Background: an optimization exercise with open tools, aiming at small area. Do not read the settings as production practice. In this exercise RTL edits were held to simulation tests only and were not proved equivalent to the original. The clock input has no modelled driver; a real chip could not lean on it and would need a root buffer or a full tree. Power figures rest on the tool's default switching activity, not on a simulated workload.

## UART_FIFO
module UART_FIFO(
    input clk,
    input reset,
    input [7:0] data_in,
    input data_valid,
    output reg [7:0] data_out
    );
Size: about 340 cells after synthesis, roughly 19 I/O pins, roughly 0.0059 mm^2 of cells after synthesis.
export LEC_CHECK = 0
export CAP_MARGIN = 20
export CORE_MARGIN = 2
export CORE_UTILIZATION = 60
export SLEW_MARGIN = 20
create_clock -name core_clock -period 20.0 [get_ports {clk}]
standard.sh (not shown) runs the stock make flow with config.mk's settings and CLKGATE_MAP_FILE= SYNTH_SCRIPT=/design/flow/synth_recipe.tcl, a recipe that flattens the netlist after the stock synthesis.
==> flow/flow/run.sh <==
#!/bin/bash
# The standard layout with three changes:
# - after the standard synthesis, its combinational cells are re-mapped for
#   area (flow/remap.sh); the flip-flops stay exactly as synthesized;
# - the port buffers are buf_1;
# - the clock tree is a root inverter driving one level of inverters, built
#   by flow/cts_hook.tcl in place of TritonCTS (two inversions: the
#   flip-flops see the clock's own polarity).
set -euo pipefail
R=orfs/results/$FLOW_PLATFORM/UART_FIFO/base
bash standard.sh synth > synth.log 2>&1
cp $R/1_2_yosys.v std_1_2_yosys.v
ffs() { grep -E '^\s*sky130_fd_sc_hd__(e?df|sdf|sedf|dl)[a-z0-9_]*\s' "$1" | awk '{print $1, $2}' | sort; }
if bash flow/remap.sh std_1_2_yosys.v remapped.v > remap.log 2>&1 \
    && [[ -n "$(ffs std_1_2_yosys.v)" ]] && diff <(ffs std_1_2_yosys.v) <(ffs remapped.v) > /dev/null; then
  cp remapped.v $R/1_2_yosys.v
  rm -f $R/1_synth.odb $R/1_synth.sdc
  echo "using the re-mapped netlist" >> remap.log
else
  echo "re-mapping failed or changed the flip-flops; keeping the standard netlist" >> remap.log
fi
export CTS_MAX_SINKS=22
export CTS_LEAF_BUF=sky130_fd_sc_hd__inv_8
export CTS_ROOT_BUF=sky130_fd_sc_hd__inv_8
export PRE_CTS_TCL="$PWD/flow/cts_hook.tcl"
export BUFFER_PORTS_ARGS="-buffer_cell sky130_fd_sc_hd__buf_1"
bash standard.sh finish > standard.log 2>&1
==> flow/flow/abc_d4.script <==
strash
&get -n
&deepsyn -T 45 -S 4
&put
dch -f
amap
topo
==> flow/flow/abc_d5.script <==
strash
&get -n
&deepsyn -T 45 -S 5
&put
dch -f
amap
topo
==> flow/flow/abc_d8.script <==
strash
&get -n
&deepsyn -T 45 -S 8
&put
dch -f
amap
topo
==> flow/flow/cts_hook.tcl <==
# Sourced by ORFS's cts.tcl before clock tree synthesis (PRE_CTS_TCL).
# Builds a one-level clock tree: the clock port drives clock buffers (through
# one root buffer if there are more than 4), one per CTS_MAX_SINKS flip-flops,
# each placed at the centre of a cluster of nearby flip-flops (k-means with
# a size limit on the flip-flops' placed locations) and driving that
# cluster's clock pins.
rename clock_tree_synthesis __orig_clock_tree_synthesis
proc __cts_out { inst } {
  foreach it [$inst getITerms] {
    if { [$it getIoType] eq "OUTPUT" } { return $it }
  }
}
proc clock_tree_synthesis { args } {
  set bufname $::env(CTS_LEAF_BUF)
  if { [string match *inv* $bufname] != [string match *inv* $::env(CTS_ROOT_BUF)] } {
    error "CTS_LEAF_BUF and CTS_ROOT_BUF must both invert or both not"
  }
  set db [ord::get_db]
  set block [ord::get_db_block]
  set clk [$block findNet clk]
  set sinks {}
  set xs {}
  set ys {}
  foreach it [$clk getITerms] {
    if { [$it getIoType] eq "INPUT" } {
      set loc [[$it getInst] getLocation]
      lappend sinks $it
      lappend xs [lindex $loc 0]
      lappend ys [lindex $loc 1]
    }
  }
  set n [llength $sinks]
  set K [expr { ($n + $::env(CTS_MAX_SINKS) - 1) / $::env(CTS_MAX_SINKS) }]
  puts "manual CTS: $n sinks, $K leaf buffers ($bufname)"
  # k-means, seeded by sinks spread along the sorted x order
  set order [lsort -integer -indices $xs]
  set cx {}
  set cy {}
  for { set k 0 } { $k < $K } { incr k } {
    set i [lindex $order [expr { int(($k + 0.5) * $n / $K) }]]
    lappend cx [lindex $xs $i]
    lappend cy [lindex $ys $i]
  }
  # capacity-limited k-means: each buffer drives at most cap sinks
  set cap [expr { ($n + $K - 1) / $K }]
  set assign [lrepeat $n 0]
  for { set iter 0 } { $iter < 30 } { incr iter } {
    set pairs {}
    for { set i 0 } { $i < $n } { incr i } {
      for { set k 0 } { $k < $K } { incr k } {
        set dx [expr { [lindex $xs $i] - [lindex $cx $k] }]
        set dy [expr { [lindex $ys $i] - [lindex $cy $k] }]
        lappend pairs [list [expr { double($dx) * $dx + double($dy) * $dy }] $i $k]
      }
    }
    set pairs [lsort -real -index 0 $pairs]
    set done [lrepeat $n 0]
    set sc [lrepeat $K 0]
    foreach p $pairs {
      lassign $p d i k
      if { [lindex $done $i] || [lindex $sc $k] >= $cap } { continue }
      lset done $i 1
      lset assign $i $k
      lset sc $k [expr { [lindex $sc $k] + 1 }]
    }
    set sx [lrepeat $K 0.0]
    set sy [lrepeat $K 0.0]
    for { set i 0 } { $i < $n } { incr i } {
      set k [lindex $assign $i]
      lset sx $k [expr { [lindex $sx $k] + [lindex $xs $i] }]
      lset sy $k [expr { [lindex $sy $k] + [lindex $ys $i] }]
    }
    for { set k 0 } { $k < $K } { incr k } {
      if { [lindex $sc $k] > 0 } {
        lset cx $k [expr { int([lindex $sx $k] / [lindex $sc $k]) }]
        lset cy $k [expr { int([lindex $sy $k] / [lindex $sc $k]) }]
      }
    }
  }
  set master [$db findMaster $bufname]
  set nets {}
  for { set k 0 } { $k < $K } { incr k } {
    set inst [odb::dbInst_create $block $master "clkbuf_leaf_$k"]
    set net [odb::dbNet_create $block "clknet_leaf_$k"]
    $net setSigType CLOCK
    [$inst findITerm A] connect $clk
    [__cts_out $inst] connect $net
    $inst setLocation [lindex $cx $k] [lindex $cy $k]
    $inst setPlacementStatus PLACED
    lappend nets $net
    puts "  leaf $k: [lindex $sc $k] sinks at ([lindex $cx $k], [lindex $cy $k])"
  }
  for { set i 0 } { $i < $n } { incr i } {
    set it [lindex $sinks $i]
    $it disconnect
    $it connect [lindex $nets [lindex $assign $i]]
  }
  # with more than 4 leaf buffers, a root buffer drives them, so that the
  # clock port itself feeds a single cell; inverting leaves always get an
  # inverting root, so the flip-flops see the clock's own polarity
  if { $K > 4 || [string match *inv* $bufname] } {
    set rx 0.0
    set ry 0.0
    for { set k 0 } { $k < $K } { incr k } {
      set rx [expr { $rx + [lindex $cx $k] }]
      set ry [expr { $ry + [lindex $cy $k] }]
    }
    set root [odb::dbInst_create $block [$db findMaster $::env(CTS_ROOT_BUF)] "clkbuf_root"]
    set rnet [odb::dbNet_create $block "clknet_root"]
    $rnet setSigType CLOCK
    for { set k 0 } { $k < $K } { incr k } {
      set a [[$block findInst "clkbuf_leaf_$k"] findITerm A]
      $a disconnect
      $a connect $rnet
    }
    [$root findITerm A] connect $clk
    [__cts_out $root] connect $rnet
    $root setLocation [expr { int($rx / $K) }] [expr { int($ry / $K) }]
    $root setPlacementStatus PLACED
  }
  global_connect
  set_propagated_clock [all_clocks]
}
Other scripts of this flow, unchanged in this note and not shown: flow/flow/abc_1.script, flow/flow/abc_d2.script, flow/flow/remap.sh
Next try:
--- a/flow/flow/run.sh
+++ b/flow/flow/run.sh
@@ -21,3 +21,3 @@
 fi
-export CTS_MAX_SINKS=22
+export CTS_MAX_SINKS=25
 export CTS_LEAF_BUF=sky130_fd_sc_hd__inv_8
==> flow/flow/abc_d1.script (new file) <==
strash
&get -n
&deepsyn -T 45 -S 1
&put
dch -f
amap
topo
==> flow/flow/abc_d3.script (new file) <==
strash
&get -n
&deepsyn -T 45 -S 3
&put
dch -f
amap
topo
CORE_UTILIZATION = 75   (was 60)
removed: flow/flow/abc_d4.script
removed: flow/flow/abc_d5.script
removed: flow/flow/abc_d8.script
Outcome: Core utilization goes up by 16 points. Worst setup slack is worse by 0.61 ns. Power goes down by 1.5%. Register-to-register slack gets better by 1.0 ns. Design area falls by about 0.9%. Synthesized cell count increases by 0.89%. Wire length grows by 3.1%. Critical path depth is unchanged.
No run of this note takes its clock network from TritonCTS; it comes from the design's own scripts or RTL.


UART_FIFO, a different RTL version from the one above (not shown whole).
For scale: about 340 cells after synthesis, ~19 I/O pins, ~5900 µm² of cells after synthesis.
// UART_FIFO
module UART_FIFO(
    input clk,
    input reset,
    input [7:0] data_in,
    input data_valid,
    output reg [7:0] data_out
    );
clock: 20.0 ns
lec_check: 0
cap_margin: 20
core_margin: 2
core_utilization: 70
slew_margin: 20
==> flow/flow/run.sh <==
#!/bin/bash
# The standard layout with three changes:
# - after the standard synthesis, its combinational cells are re-mapped for
#   area (flow/remap.sh); the flip-flops stay exactly as synthesized;
# - the port buffers are buf_1;
# - the clock tree is one level of clock buffers built by flow/cts_hook.tcl
#   in place of TritonCTS.
set -euo pipefail
R=orfs/results/$FLOW_PLATFORM/UART_FIFO/base
bash standard.sh synth > synth.log 2>&1
cp $R/1_2_yosys.v std_1_2_yosys.v
ffs() { grep -E '^\s*sky130_fd_sc_hd__(e?df|sdf|sedf|dl)[a-z0-9_]*\s' "$1" | awk '{print $1, $2}' | sort; }
if bash flow/remap.sh std_1_2_yosys.v remapped.v > remap.log 2>&1 \
    && [[ -n "$(ffs std_1_2_yosys.v)" ]] && diff <(ffs std_1_2_yosys.v) <(ffs remapped.v) > /dev/null; then
  cp remapped.v $R/1_2_yosys.v
  rm -f $R/1_synth.odb $R/1_synth.sdc
  echo "using the re-mapped netlist" >> remap.log
else
  echo "re-mapping failed or changed the flip-flops; keeping the standard netlist" >> remap.log
fi
export CTS_MAX_SINKS=20
export CTS_LEAF_BUF=sky130_fd_sc_hd__inv_8
export CTS_ROOT_BUF=sky130_fd_sc_hd__inv_8
export PRE_CTS_TCL="$PWD/flow/cts_hook.tcl"
export BUFFER_PORTS_ARGS="-buffer_cell sky130_fd_sc_hd__buf_1"
bash standard.sh finish > standard.log 2>&1
==> flow/flow/cts_hook.tcl <==
# Sourced by ORFS's cts.tcl before clock tree synthesis (PRE_CTS_TCL).
# Builds a one-level clock tree: the clock port drives clock buffers (through
# one root buffer if there are more than 4), one per CTS_MAX_SINKS flip-flops,
# each placed at the centre of a cluster of nearby flip-flops (k-means with
# a size limit on the flip-flops' placed locations) and driving that
# cluster's clock pins.
rename clock_tree_synthesis __orig_clock_tree_synthesis
proc __cts_out { inst } {
  foreach it [$inst getITerms] {
    if { [$it getIoType] eq "OUTPUT" } { return $it }
  }
}
proc clock_tree_synthesis { args } {
  set bufname $::env(CTS_LEAF_BUF)
  set db [ord::get_db]
  set block [ord::get_db_block]
  set clk [$block findNet clk]
  set sinks {}
  set xs {}
  set ys {}
  foreach it [$clk getITerms] {
    if { [$it getIoType] eq "INPUT" } {
      set loc [[$it getInst] getLocation]
      lappend sinks $it
      lappend xs [lindex $loc 0]
      lappend ys [lindex $loc 1]
    }
  }
  set n [llength $sinks]
  set K [expr { ($n + $::env(CTS_MAX_SINKS) - 1) / $::env(CTS_MAX_SINKS) }]
  puts "manual CTS: $n sinks, $K leaf buffers ($bufname)"
  # k-means, seeded by sinks spread along the sorted x order
  set order [lsort -integer -indices $xs]
  set cx {}
  set cy {}
  for { set k 0 } { $k < $K } { incr k } {
    set i [lindex $order [expr { int(($k + 0.5) * $n / $K) }]]
    lappend cx [lindex $xs $i]
    lappend cy [lindex $ys $i]
  }
  # capacity-limited k-means: each buffer drives at most cap sinks
  set cap [expr { ($n + $K - 1) / $K }]
  set assign [lrepeat $n 0]
  for { set iter 0 } { $iter < 30 } { incr iter } {
    set pairs {}
    for { set i 0 } { $i < $n } { incr i } {
      for { set k 0 } { $k < $K } { incr k } {
        set dx [expr { [lindex $xs $i] - [lindex $cx $k] }]
        set dy [expr { [lindex $ys $i] - [lindex $cy $k] }]
        lappend pairs [list [expr { double($dx) * $dx + double($dy) * $dy }] $i $k]
      }
    }
    set pairs [lsort -real -index 0 $pairs]
    set done [lrepeat $n 0]
    set sc [lrepeat $K 0]
    foreach p $pairs {
      lassign $p d i k
      if { [lindex $done $i] || [lindex $sc $k] >= $cap } { continue }
      lset done $i 1
      lset assign $i $k
      lset sc $k [expr { [lindex $sc $k] + 1 }]
    }
    set sx [lrepeat $K 0.0]
    set sy [lrepeat $K 0.0]
    for { set i 0 } { $i < $n } { incr i } {
      set k [lindex $assign $i]
      lset sx $k [expr { [lindex $sx $k] + [lindex $xs $i] }]
      lset sy $k [expr { [lindex $sy $k] + [lindex $ys $i] }]
    }
    for { set k 0 } { $k < $K } { incr k } {
      if { [lindex $sc $k] > 0 } {
        lset cx $k [expr { int([lindex $sx $k] / [lindex $sc $k]) }]
        lset cy $k [expr { int([lindex $sy $k] / [lindex $sc $k]) }]
      }
    }
  }
  set master [$db findMaster $bufname]
  set nets {}
  for { set k 0 } { $k < $K } { incr k } {
    set inst [odb::dbInst_create $block $master "clkbuf_leaf_$k"]
    set net [odb::dbNet_create $block "clknet_leaf_$k"]
    $net setSigType CLOCK
    [$inst findITerm A] connect $clk
    [__cts_out $inst] connect $net
    $inst setLocation [lindex $cx $k] [lindex $cy $k]
    $inst setPlacementStatus PLACED
    lappend nets $net
    puts "  leaf $k: [lindex $sc $k] sinks at ([lindex $cx $k], [lindex $cy $k])"
  }
  for { set i 0 } { $i < $n } { incr i } {
    set it [lindex $sinks $i]
    $it disconnect
    $it connect [lindex $nets [lindex $assign $i]]
  }
  # with more than 4 leaf buffers, a root buffer drives them, so that the
  # clock port itself feeds a single cell
  if { $K > 4 } {
    set rx 0.0
    set ry 0.0
    for { set k 0 } { $k < $K } { incr k } {
      set rx [expr { $rx + [lindex $cx $k] }]
      set ry [expr { $ry + [lindex $cy $k] }]
    }
    set root [odb::dbInst_create $block [$db findMaster $::env(CTS_ROOT_BUF)] "clkbuf_root"]
    set rnet [odb::dbNet_create $block "clknet_root"]
    $rnet setSigType CLOCK
    for { set k 0 } { $k < $K } { incr k } {
      set a [[$block findInst "clkbuf_leaf_$k"] findITerm A]
      $a disconnect
      $a connect $rnet
    }
    [$root findITerm A] connect $clk
    [__cts_out $root] connect $rnet
    $root setLocation [expr { int($rx / $K) }] [expr { int($ry / $K) }]
    $root setPlacementStatus PLACED
  }
  global_connect
  set_propagated_clock [all_clocks]
}
Other scripts of this flow, unchanged in this note and not shown: flow/flow/abc_area.script, flow/flow/remap.sh
The baseline aborted during detailed placement.
Rerun with:
--- a/flow/flow/run.sh
+++ b/flow/flow/run.sh
@@ -19,5 +19,5 @@
   echo "re-mapping failed or changed the flip-flops; keeping the standard netlist" >> remap.log
 fi
-export CTS_MAX_SINKS=20
+export CTS_MAX_SINKS=25
 export CTS_LEAF_BUF=sky130_fd_sc_hd__inv_8
 export CTS_ROOT_BUF=sky130_fd_sc_hd__inv_8
--- a/flow/flow/cts_hook.tcl
+++ b/flow/flow/cts_hook.tcl
@@ -13,4 +13,7 @@
 proc clock_tree_synthesis { args } {
   set bufname $::env(CTS_LEAF_BUF)
+  if { [string match *inv* $bufname] != [string match *inv* $::env(CTS_ROOT_BUF)] } {
+    error "CTS_LEAF_BUF and CTS_ROOT_BUF must both invert or both not"
+  }
   set db [ord::get_db]
   set block [ord::get_db_block]
@@ -94,6 +97,7 @@
   }
   # with more than 4 leaf buffers, a root buffer drives them, so that the
-  # clock port itself feeds a single cell
-  if { $K > 4 } {
+  # clock port itself feeds a single cell; inverting leaves always get an
+  # inverting root, so the flip-flops see the clock's own polarity
+  if { $K > 4 || [string match *inv* $bufname] } {
     set rx 0.0
     set ry 0.0
- CORE_UTILIZATION: 70 -> 60
After rerunning: With this change the flow produced a clean layout. Synthesized cell count does not change. Synthesized area stays the same.
Rerun with:
--- a/flow/flow/run.sh
+++ b/flow/flow/run.sh
@@ -19,6 +19,6 @@
   echo "re-mapping failed or changed the flip-flops; keeping the standard netlist" >> remap.log
 fi
-export CTS_MAX_SINKS=25
-export CTS_LEAF_BUF=sky130_fd_sc_hd__inv_8
+export CTS_MAX_SINKS=36
+export CTS_LEAF_BUF=sky130_fd_sc_hd__inv_16
 export CTS_ROOT_BUF=sky130_fd_sc_hd__inv_8
 export PRE_CTS_TCL="$PWD/flow/cts_hook.tcl"
--- a/flow/flow/cts_hook.tcl
+++ b/flow/flow/cts_hook.tcl
@@ -13,7 +13,4 @@
 proc clock_tree_synthesis { args } {
   set bufname $::env(CTS_LEAF_BUF)
-  if { [string match *inv* $bufname] != [string match *inv* $::env(CTS_ROOT_BUF)] } {
-    error "CTS_LEAF_BUF and CTS_ROOT_BUF must both invert or both not"
-  }
   set db [ord::get_db]
   set block [ord::get_db_block]
@@ -97,7 +94,6 @@
   }
   # with more than 4 leaf buffers, a root buffer drives them, so that the
-  # clock port itself feeds a single cell; inverting leaves always get an
-  # inverting root, so the flip-flops see the clock's own polarity
-  if { $K > 4 || [string match *inv* $bufname] } {
+  # clock port itself feeds a single cell
+  if { $K > 4 } {
     set rx 0.0
     set ry 0.0
- CORE_UTILIZATION: 60 -> 70
The changed run ended with an error in detailed placement on DPL-0033.
Area after synthesis stays the same.
Synthesized cell count stays the same.
The clock cells of the second run of this note come from the design's own scripts or RTL, not from TritonCTS.

[what the ideal ports hide]
Ports are ideal in the flow. The routed layouts listed here were re-timed in OpenROAD.
Step 1 (the two cells are an assumption about what drives the block):
set clk [get_ports {clk}]
set_driving_cell -lib_cell sky130_fd_sc_hd__clkbuf_16 $clk
set_driving_cell -lib_cell sky130_fd_sc_hd__buf_2 [delete_from_list [all_inputs] $clk]
Step 2 times the ports against the registers' clock, not the clock port: input delays grow and output delays shrink by t, the midpoint of the rising clock arrivals with the driver on.
Three values: no drivers, after step 1, after step 2; two values: the first two.
| run | shift t [ns] | setup WS [ns] | clock arrival spread, ns |
|---|---|---|---|
| the first run of note 1 | 0.274 | 14.721 / 14.746 / 14.472 | 0.015 / 0.015 |
| the second run of note 1 | 0.255 | 14.111 / 14.132 / 13.878 | 0.013 / 0.013 |
| the second run of note 2 | 0.270 | 14.183 / 14.207 / 13.938 | 0.023 / 0.023 |
After both steps every run listed still meets setup and hold. For the first run of note 1, which loses most, drivers alone change the setup slack by +0.025 ns; drivers and shift together by -0.249 ns.
